What follows belongs to an exercise in optimizing a design on an open flow for small area and a short achievable clock period; a production flow would make more cautious choices.
In this exercise RTL edits were held to simulation tests only and were not proved equivalent to the original.

==> inputs of run Z <==
==> flow/design.v (excerpt) <==
module CPU(
	input sysclk,
	input cpu_resetn,
	output [31:0] imem_addr,
	input  [31:0] imem_rdata,
	output [31:0] dmem_addr,
	output [31:0] dmem_wdata,
	output [3:0]  dmem_wen_n,
	input  [31:0] dmem_rdata,
	output uart_tx
);
export LEC_CHECK = 0
export CAP_MARGIN = 20
export CORE_MARGIN = 2
export CORE_UTILIZATION = 40
export CTS_BUF_LIST = sky130_fd_sc_hd__clkbuf_8
export PLACE_DENSITY = 0.6
export SETUP_SLACK_MARGIN = 3.4
export SLEW_MARGIN = 20
export SYNTH_HIERARCHICAL = 1
export TNS_END_PERCENT = 5
create_clock -name core_clock -period 12.0 [get_ports {sysclk}]
standard.sh (not shown) runs the stock make flow with config.mk's settings and CLKGATE_MAP_FILE= SYNTH_SCRIPT=/design/flow/synth_recipe.tcl, a recipe that flattens the netlist after the stock synthesis.
==> flow/flow/run.sh <==
#!/bin/bash
# Layout: the standard ORFS flow (standard.sh) with two sizing changes:
# cells may be resized across footprints, and ports get sky130 buf_4
# buffers instead of the delay buffers buffer_ports picks by default; the
# floorplan step removes synthesis buffers instead of sizing without wires.
# Each step's full output is in orfs/logs; make's own output is in layout.log.
set -o pipefail
bash standard.sh synth > synth.log 2>&1 || exit 1
bash standard.sh MATCH_CELL_FOOTPRINT=0 \
	"BUFFER_PORTS_ARGS=-buffer_cell sky130_fd_sc_hd__buf_4" REMOVE_ABC_BUFFERS=1 \
	finish > layout.log 2>&1
==> run P: changes against run Z <==
--- a/flow/design.v
+++ b/flow/design.v
@@ -33,50 +33,50 @@
 	reg  [31:0] pc;
 	wire [31:0] an, bn, wd;
 	wire [31:0] a = ~an;
 	wire [31:0] b = ~bn;
 	wire we = ~(is_branch | is_store);
 	wire [31:1] sa, sb, en;
-	dec5 deca(.r(ra), .s(sa));
-	dec5 decb(.r(rb), .s(sb));
 	wire [31:0] q [1:31];
 	genvar g, j;
 	generate for (g = 1; g < 32; g = g + 1) begin : x
+		assign sa[g] = (ra == g);
+		assign sb[g] = (rb == g);
 		assign en[g] = we & (rd == g);
+		wire [31:0] dn;
 		reg [31:0] r;
-		always @(posedge sysclk) if (en[g]) r <= wd;
+		wsel ws(.en(en[g]), .en_n(~en[g]), .w(wd), .q(r), .d(dn));
+		always @(posedge sysclk) r <= dn;
 		assign q[g] = r;
 	end endgenerate
 	generate for (j = 0; j < 32; j = j + 1) begin : col
 		wire [31:1] c;
 		for (g = 1; g < 32; g = g + 1) begin : rw
 			assign c[g] = q[g][j];
 		end
 		rdbit pa(.s(sa), .d(c), .yn(an[j]));
 		rdbit pb(.s(sb), .d(c), .yn(bn[j]));
 	end endgenerate
 	wire [31:0] addr;
 	wire [11:0] imm12 = is_store ? {ins[31:25], ins[11:7]} : ins[31:20];
-	ks32 #(.CIN(0)) addr_add0(.an(an), .b({{20{imm12[11]}}, imm12}), .cin(1'b0), .y(addr), .coutn());
+	addr_add addr_add0(.an(an), .b({{20{imm12[11]}}, imm12}), .y(addr));
 	wire hc_hit, uart_hit;
-	assign hc_hit = (addr == 32'hffffff00);
+	hc_eq hc_eq0(.an(an), .imm(imm12), .hit(hc_hit));
 	assign uart_hit = (addr == 32'hf6fff070);
 	assign dmem_addr = addr;
 	assign dmem_wdata = b;
 	assign dmem_wen_n = ~({4{is_store}} & ((f3 == 3'b000) ? 4'b0001 :
 	                                       (f3 == 3'b001) ? 4'b0011 :
 	                                       (f3 == 3'b010) ? 4'b1111 : 4'b0000));
 	wire use_b = is_op | is_branch;
 	wire [31:0] bsel = use_b ? b : (is_jalr ? imm_j : imm_i);
 	wire slt_op = (f3 == 3'b010) | (f3 == 3'b011);
 	wire sub = is_branch | ((is_op | is_opimm) & slt_op) | (is_op & (f3 == 3'b000) & alt);
-	wire [31:0] immx = is_jalr ? imm_j : imm_i;
-	wire [31:0] bx = use_b ? (b ^ {32{sub}}) : (immx ^ {32{sub}});
-	wire [31:0] sum;
-	wire ltu;
-	ks32 #(.CIN(1)) alu_add0(.an(an), .b(bx), .cin(sub), .y(sum), .coutn(ltu));
+	wire [31:0] bx = bsel ^ {32{sub}};
+	wire [32:0] sum = {1'b0, a} + {1'b0, bx} + {32'b0, sub};
+	wire ltu = ~sum[32];
 	wire lt = (a[31] ^ bsel[31]) ? a[31] : ltu;
 	wire eq = (a == bsel);
 	wire shl = ~f3[2];
 	wire [4:0] shamt = is_op ? b[4:0] : rb;
 	reg  [31:0] a_rev, sr_rev;
 	integer k;
@@ -106,19 +106,14 @@
 	wire s_sltu = alu_op & (f3 == 3'b011);
 	wire s_xor  = alu_op & (f3 == 3'b100);
 	wire s_or   = alu_op & (f3 == 3'b110);
 	wire s_and  = alu_op & (f3 == 3'b111);
 	wire s_srl  = alu_op & (f3 == 3'b101);
 	wire s_sll  = alu_op & (f3 == 3'b001);
-	wire [31:0] wd_rest;
-	genvar w;
-	generate for (w = 0; w < 32; w = w + 1) begin : wdm
-		g_a21o u(.a1(s_add), .a2(sum[w]), .b1(wd_rest[w]), .y(wd[w]));
-	end endgenerate
-	assign wd_rest = ({32{s_lui}} & imm_u) | ({32{s_pci}} & pcimm) | ({32{s_link}} & pc4) |
-	            ({32{s_ldm}} & ldv) | ({32{s_addr}} & addr) |
+	assign wd = ({32{s_lui}} & imm_u) | ({32{s_pci}} & pcimm) | ({32{s_link}} & pc4) |
+	            ({32{s_ldm}} & ldv) | ({32{s_addr}} & addr) | ({32{s_add}} & sum[31:0]) |
 	            {31'b0, (s_slt & lt) | (s_sltu & ltu)} |
 	            ({32{s_xor}} & (a ^ bx)) | ({32{s_or}} & (a | bx)) | ({32{s_and}} & (a & bx)) |
 	            ({32{s_srl}} & sr) | ({32{s_sll}} & sr_rev);
 	reg cond;
 	always @(*) begin
 		case (f3)
@@ -129,18 +124,13 @@
 			3'b110: cond = ltu;
 			3'b111: cond = ~ltu;
 			default: cond = 1'b0;
 		endcase
 	end
 	wire taken = is_branch & cond & (pcimm != 32'b0);
-	wire [31:0] np_other = is_jal ? pcimm : is_jalr ? sum : pc4;
-	wire [31:0] nextpc;
-	genvar m;
-	generate for (m = 0; m < 32; m = m + 1) begin : npm
-		g_mux2 u(.a0(np_other[m]), .a1(pcimm[m]), .s(taken), .y(nextpc[m]));
-	end endgenerate
+	wire [31:0] nextpc = (is_jal | taken) ? pcimm : is_jalr ? sum[31:0] : pc4;
 	always @(posedge sysclk or negedge cpu_resetn) begin
 		if (!cpu_resetn) pc <= 32'h00008000;
 		else pc <= nextpc;
 	end
 	assign imem_addr = pc;
 	always @(posedge sysclk or negedge cpu_resetn) begin
@@ -202,39 +192,62 @@
 	rd1 u31(.s(s[31]), .d(d[31]), .yn(n[10]));
 	nand4m m0(.n(n[3:0]), .y(m[0]));
 	nand4m m1(.n(n[7:4]), .y(m[1]));
 	nand3m m2(.n(n[10:8]), .y(m[2]));
 	nor3m f(.m(m), .yn(yn));
 endmodule
+module wsel (
+	input en,
+	input en_n,
+	input [31:0] w,
+	input [31:0] q,
+	output [31:0] d
+);
+	assign d = (w & {32{en}}) | (q & {32{en_n}});
+endmodule
+module ks_add32n (
+	input [31:0] an,
+	input [31:0] b,
+	output [31:0] y
+);
+	wire [31:0] a = ~an;
+	reg [31:0] G, P, Gn, Pn;
+	integer i, l;
+	always @(*) begin
+		G = a & b;
+		P = a ^ b;
+		for (l = 1; l < 32; l = l * 2) begin
+			Gn = G;
+			Pn = P;
+			for (i = l; i < 32; i = i + 1) begin
+				Gn[i] = G[i] | (P[i] & G[i-l]);
+				Pn[i] = P[i] & P[i-l];
+			end
+			G = Gn;
+			P = Pn;
+		end
+	end
+	assign y = (a ^ b) ^ {G[30:0], 1'b0};
+endmodule
 module g_inv (input a, output y); assign y = ~a; endmodule
 module g_nand2 (input a, input b, output y); assign y = ~(a & b); endmodule
 module g_nor2 (input a, input b, output y); assign y = ~(a | b); endmodule
 module g_a21oi (input a1, input a2, input b1, output y); assign y = ~((a1 & a2) | b1); endmodule
 module g_o21ai (input a1, input a2, input b1, output y); assign y = ~((a1 | a2) & b1); endmodule
 module g_xnor2 (input a, input b, output y); assign y = ~(a ^ b); endmodule
 module g_nor2b (input a, input bn, output y); assign y = ~(a | ~bn); endmodule
-module g_maj3n (input an, input b, input c, output y); assign y = (~an & b) | (~an & c) | (b & c); endmodule
-module g_nand3 (input a, input b, input c, output y); assign y = ~(a & b & c); endmodule
-module g_a21o (input a1, input a2, input b1, output y); assign y = (a1 & a2) | b1; endmodule
-module g_mux2 (input a0, input a1, input s, output y); assign y = s ? a1 : a0; endmodule
-module ks32 #(parameter CIN = 0) (
+module addr_add (
 	input [31:0] an,
 	input [31:0] b,
-	input cin,
-	output [31:0] y,
-	output coutn
+	output [31:0] y
 );
 	wire [31:0] p0, g0;
 	wire [31:0] g1, g2, g3, g4, g5, p1, p2, p3, p4;
 	genvar i;
 	generate for (i = 0; i < 32; i = i + 1) begin : l0
-		if (i == 0 && CIN) begin : c
-			g_maj3n ug(.an(an[i]), .b(b[i]), .c(cin), .y(g0[i]));
-		end else begin : n
-			g_nor2b ug(.a(an[i]), .bn(b[i]), .y(g0[i]));
-		end
+		g_nor2b ug(.a(an[i]), .bn(b[i]), .y(g0[i]));
 		g_xnor2 up(.a(an[i]), .b(b[i]), .y(p0[i]));
 	end endgenerate
 	generate for (i = 0; i < 32; i = i + 1) begin : l1
 		if (i < 1) begin : pass
 			g_inv ug(.a(g0[i]), .y(g1[i]));
 		end else begin : bc
@@ -276,42 +289,27 @@
 		if (i < 16) begin : pass
 			g_inv ug(.a(g4[i]), .y(g5[i]));
 		end else begin : bc
 			g_a21oi ug(.a1(p4[i]), .a2(g4[i-16]), .b1(g4[i]), .y(g5[i]));
 		end
 	end endgenerate
-	generate if (CIN) begin : s0c
-		g_xnor2 u(.a(p0[0]), .b(~cin), .y(y[0]));
-	end else begin : s0n
-		assign y[0] = p0[0];
-	end endgenerate
+	assign y[0] = p0[0];
 	generate for (i = 1; i < 32; i = i + 1) begin : s
 		g_xnor2 u(.a(p0[i]), .b(g5[i-1]), .y(y[i]));
 	end endgenerate
-	assign coutn = g5[31];
 endmodule
-module dec5 (
-	input [4:0] r,
-	output [31:1] s
+module hc_eq (
+	input [31:0] an,
+	input [11:0] imm,
+	output hit
 );
-	wire [4:0] rn;
-	wire [3:0] lo_n;
-	wire [7:0] hi_n;
-	genvar i;
-	generate for (i = 0; i < 5; i = i + 1) begin : iv
-		g_inv u(.a(r[i]), .y(rn[i]));
-	end endgenerate
-	generate for (i = 0; i < 4; i = i + 1) begin : lo
-		g_nand2 u(.a(i[0] ? r[0] : rn[0]), .b(i[1] ? r[1] : rn[1]), .y(lo_n[i]));
-	end endgenerate
-	generate for (i = 0; i < 8; i = i + 1) begin : hi
-		g_nand3 u(.a(i[0] ? r[2] : rn[2]), .b(i[1] ? r[3] : rn[3]), .c(i[2] ? r[4] : rn[4]), .y(hi_n[i]));
-	end endgenerate
-	generate for (i = 1; i < 32; i = i + 1) begin : o
-		g_nor2 u(.a(hi_n[i >> 2]), .b(lo_n[i & 3]), .y(s[i]));
-	end endgenerate
+	localparam [31:0] K = 32'hffffff00;
+	wire [31:0] a = ~an;
+	wire [31:0] b = {{20{imm[11]}}, imm};
+	wire [31:0] r = {(K[30:0] & a[30:0] & b[30:0]) | (~K[30:0] & (a[30:0] | b[30:0])), 1'b0};
+	assign hit = ~|(a ^ b ^ K ^ r);
 endmodule
 module uart (
 	input clk,
 	input resetn,
 	input we,
 	input [7:0] data,
==> flow/flow/run.sh (replaced) <==
#!/bin/bash
# Layout: the standard ORFS flow (standard.sh) with two sizing changes:
# cells may be resized across footprints, and ports get sky130 buf_4
# buffers instead of the delay buffers buffer_ports picks by default.
# Each step's full output is in orfs/logs; make's own output is in layout.log.
set -o pipefail
bash standard.sh synth > synth.log 2>&1 || exit 1
bash standard.sh MATCH_CELL_FOOTPRINT=0 \
	"BUFFER_PORTS_ARGS=-buffer_cell sky130_fd_sc_hd__buf_4" \
	finish > layout.log 2>&1
==> flow/config.mk (replaced) <==
export PLATFORM = sky130hd
export DESIGN_NAME = CPU
export DESIGN_NICKNAME = CPU
export VERILOG_FILES = /design/flow/design.v
export SDC_FILE = /design/flow/constraint.sdc
export NUM_CORES = 4
export LEC_CHECK = 0
export CAP_MARGIN = 20
export CORE_MARGIN = 2
export CORE_UTILIZATION = 40
export PLACE_DENSITY = 0.6
export SETUP_SLACK_MARGIN = 5
export SLEW_MARGIN = 20
export SYNTH_HIERARCHICAL = 1
export TNS_END_PERCENT = 5
==> run Y: changes against run Z <==
--- a/flow/design.v
+++ b/flow/design.v
@@ -55,13 +55,13 @@
 		rdbit pb(.s(sb), .d(c), .yn(bn[j]));
 	end endgenerate
 	wire [31:0] addr;
 	wire [11:0] imm12 = is_store ? {ins[31:25], ins[11:7]} : ins[31:20];
 	ks32 #(.CIN(0)) addr_add0(.an(an), .b({{20{imm12[11]}}, imm12}), .cin(1'b0), .y(addr), .coutn());
 	wire hc_hit, uart_hit;
-	assign hc_hit = (addr == 32'hffffff00);
+	hc_eq hc_eq0(.an(an), .imm(imm12), .hit(hc_hit));
 	assign uart_hit = (addr == 32'hf6fff070);
 	assign dmem_addr = addr;
 	assign dmem_wdata = b;
 	assign dmem_wen_n = ~({4{is_store}} & ((f3 == 3'b000) ? 4'b0001 :
 	                                       (f3 == 3'b001) ? 4'b0011 :
 	                                       (f3 == 3'b010) ? 4'b1111 : 4'b0000));
@@ -286,12 +286,23 @@
 	end endgenerate
 	generate for (i = 1; i < 32; i = i + 1) begin : s
 		g_xnor2 u(.a(p0[i]), .b(g5[i-1]), .y(y[i]));
 	end endgenerate
 	assign coutn = g5[31];
 endmodule
+module hc_eq (
+	input [31:0] an,
+	input [11:0] imm,
+	output hit
+);
+	localparam [31:0] K = 32'hffffff00;
+	wire [31:0] a = ~an;
+	wire [31:0] b = {{20{imm[11]}}, imm};
+	wire [31:0] r = {(K[30:0] & a[30:0] & b[30:0]) | (~K[30:0] & (a[30:0] | b[30:0])), 1'b0};
+	assign hit = ~|(a ^ b ^ K ^ r);
+endmodule
 module dec5 (
 	input [4:0] r,
 	output [31:1] s
 );
 	wire [4:0] rn;
 	wire [3:0] lo_n;
--- a/flow/config.mk
+++ b/flow/config.mk
@@ -5,12 +5,11 @@
 export SDC_FILE = /design/flow/constraint.sdc
 export NUM_CORES = 4
 export LEC_CHECK = 0
 export CAP_MARGIN = 20
 export CORE_MARGIN = 2
 export CORE_UTILIZATION = 40
-export CTS_BUF_LIST = sky130_fd_sc_hd__clkbuf_8
 export PLACE_DENSITY = 0.6
 export SETUP_SLACK_MARGIN = 3.4
 export SLEW_MARGIN = 20
 export SYNTH_HIERARCHICAL = 1
 export TNS_END_PERCENT = 5
==> flow_summary.json <==
{
  "seqPwrFrac": 0.380,
  "status": "finished clean",
  "fp.dieH_um": 389,
  "final_area_mm2": 0.0723,
  "rrSetupSlack_ns": 5.19,
  "nNetsFinal": 5621,
  "crit_cells": 19,
  "final.clkbuf_count": 138,
  "p_comb_frac": 0.310,
  "route.met3.wl_um": 41400,
  "area_delta_synth_final_pct": 21.9,
  "critPathCapture": "dmem_addr[30]",
  "power_sequential_uw": 4330,
  "wl_met2_um": 120000,
  "final_common_cell": "edfxtp_1",
  "multi_input_area_share": 0.392,
  "grt_usage": 0.369,
  "finalPower_uw": 11400,
  "fill_cells": 13100
}
That was run Y.
==> flow_summary.json <==
{
  "drv_cap": 1,
  "status": "failed layout checks",
  "multi_input_area_share": 0.505,
  "violations": "capacitance limit, slew limit",
  "slew_violations": 14,
  "seqPwrFrac": 0.399,
  "rrSetupSlack_ns": 5.49,
  "wl_met2_um": 127000,
  "p_comb_frac": 0.215,
  "route.met3.wl_um": 54000,
  "power_sequential_uw": 3970,
  "final.clkbuf_count": 165
}
That was run P.
==> flow_summary.json <==
{
  "status": "finished clean",
  "area_delta_synth_final_pct": 22.9,
  "route.met3.wl_um": 48700,
  "fill_cells": 12900,
  "crit_cells": 20,
  "final_common_cell": "edfxtp_1",
  "nNetsFinal": 5687,
  "power_sequential_uw": 4320,
  "seqPwrFrac": 0.397,
  "fp.dieH_um": 388,
  "wl_met2_um": 119000,
  "final.clkbuf_count": 185,
  "finalPower_uw": 10900,
  "final_area_mm2": 0.0725,
  "grt_usage": 0.383
}
That was run Z.

## static timing again, ports no longer ideal
In the flow no input, the clock included, has a driving cell. The finished layouts below were timed again as built, in two steps. Step 1 (the two cells are an assumption about what drives the block):
set clk [get_ports {sysclk}]
set_driving_cell -lib_cell sky130_fd_sc_hd__clkbuf_16 $clk
set_driving_cell -lib_cell sky130_fd_sc_hd__buf_2 [delete_from_list [all_inputs] $clk]
Step 2 moves the port delays by t, midway between the first and last clock arrival at a register: inputs arrive t later, outputs are due t later. That takes back most of the time a late clock gives input paths. Slacks: ideal / step 1 / step 2; pairs: ideal / step 1.
run | shift t [ns] | slack for setup (ns) | hold slack, ns | worst slew at a driven data input, ns | pins driven straight from the clock port
run Z | 0.998 | 2.993 / 2.899 / 2.009 | 0.479 / 0.479 / 0.479 | 0.10 | 1
run P | 0.863 | 3.064 / 2.960 / 2.476 | 0.479 / 0.479 / 0.479 | 0.32 | 1
run Y | 0.825 | 3.048 / 2.956 / 2.227 | 0.478 / 0.478 / 0.478 | 0.09 | 1
For run Z, which loses most, drivers alone change the setup slack by -0.094 ns; drivers and shift together by -0.984 ns.
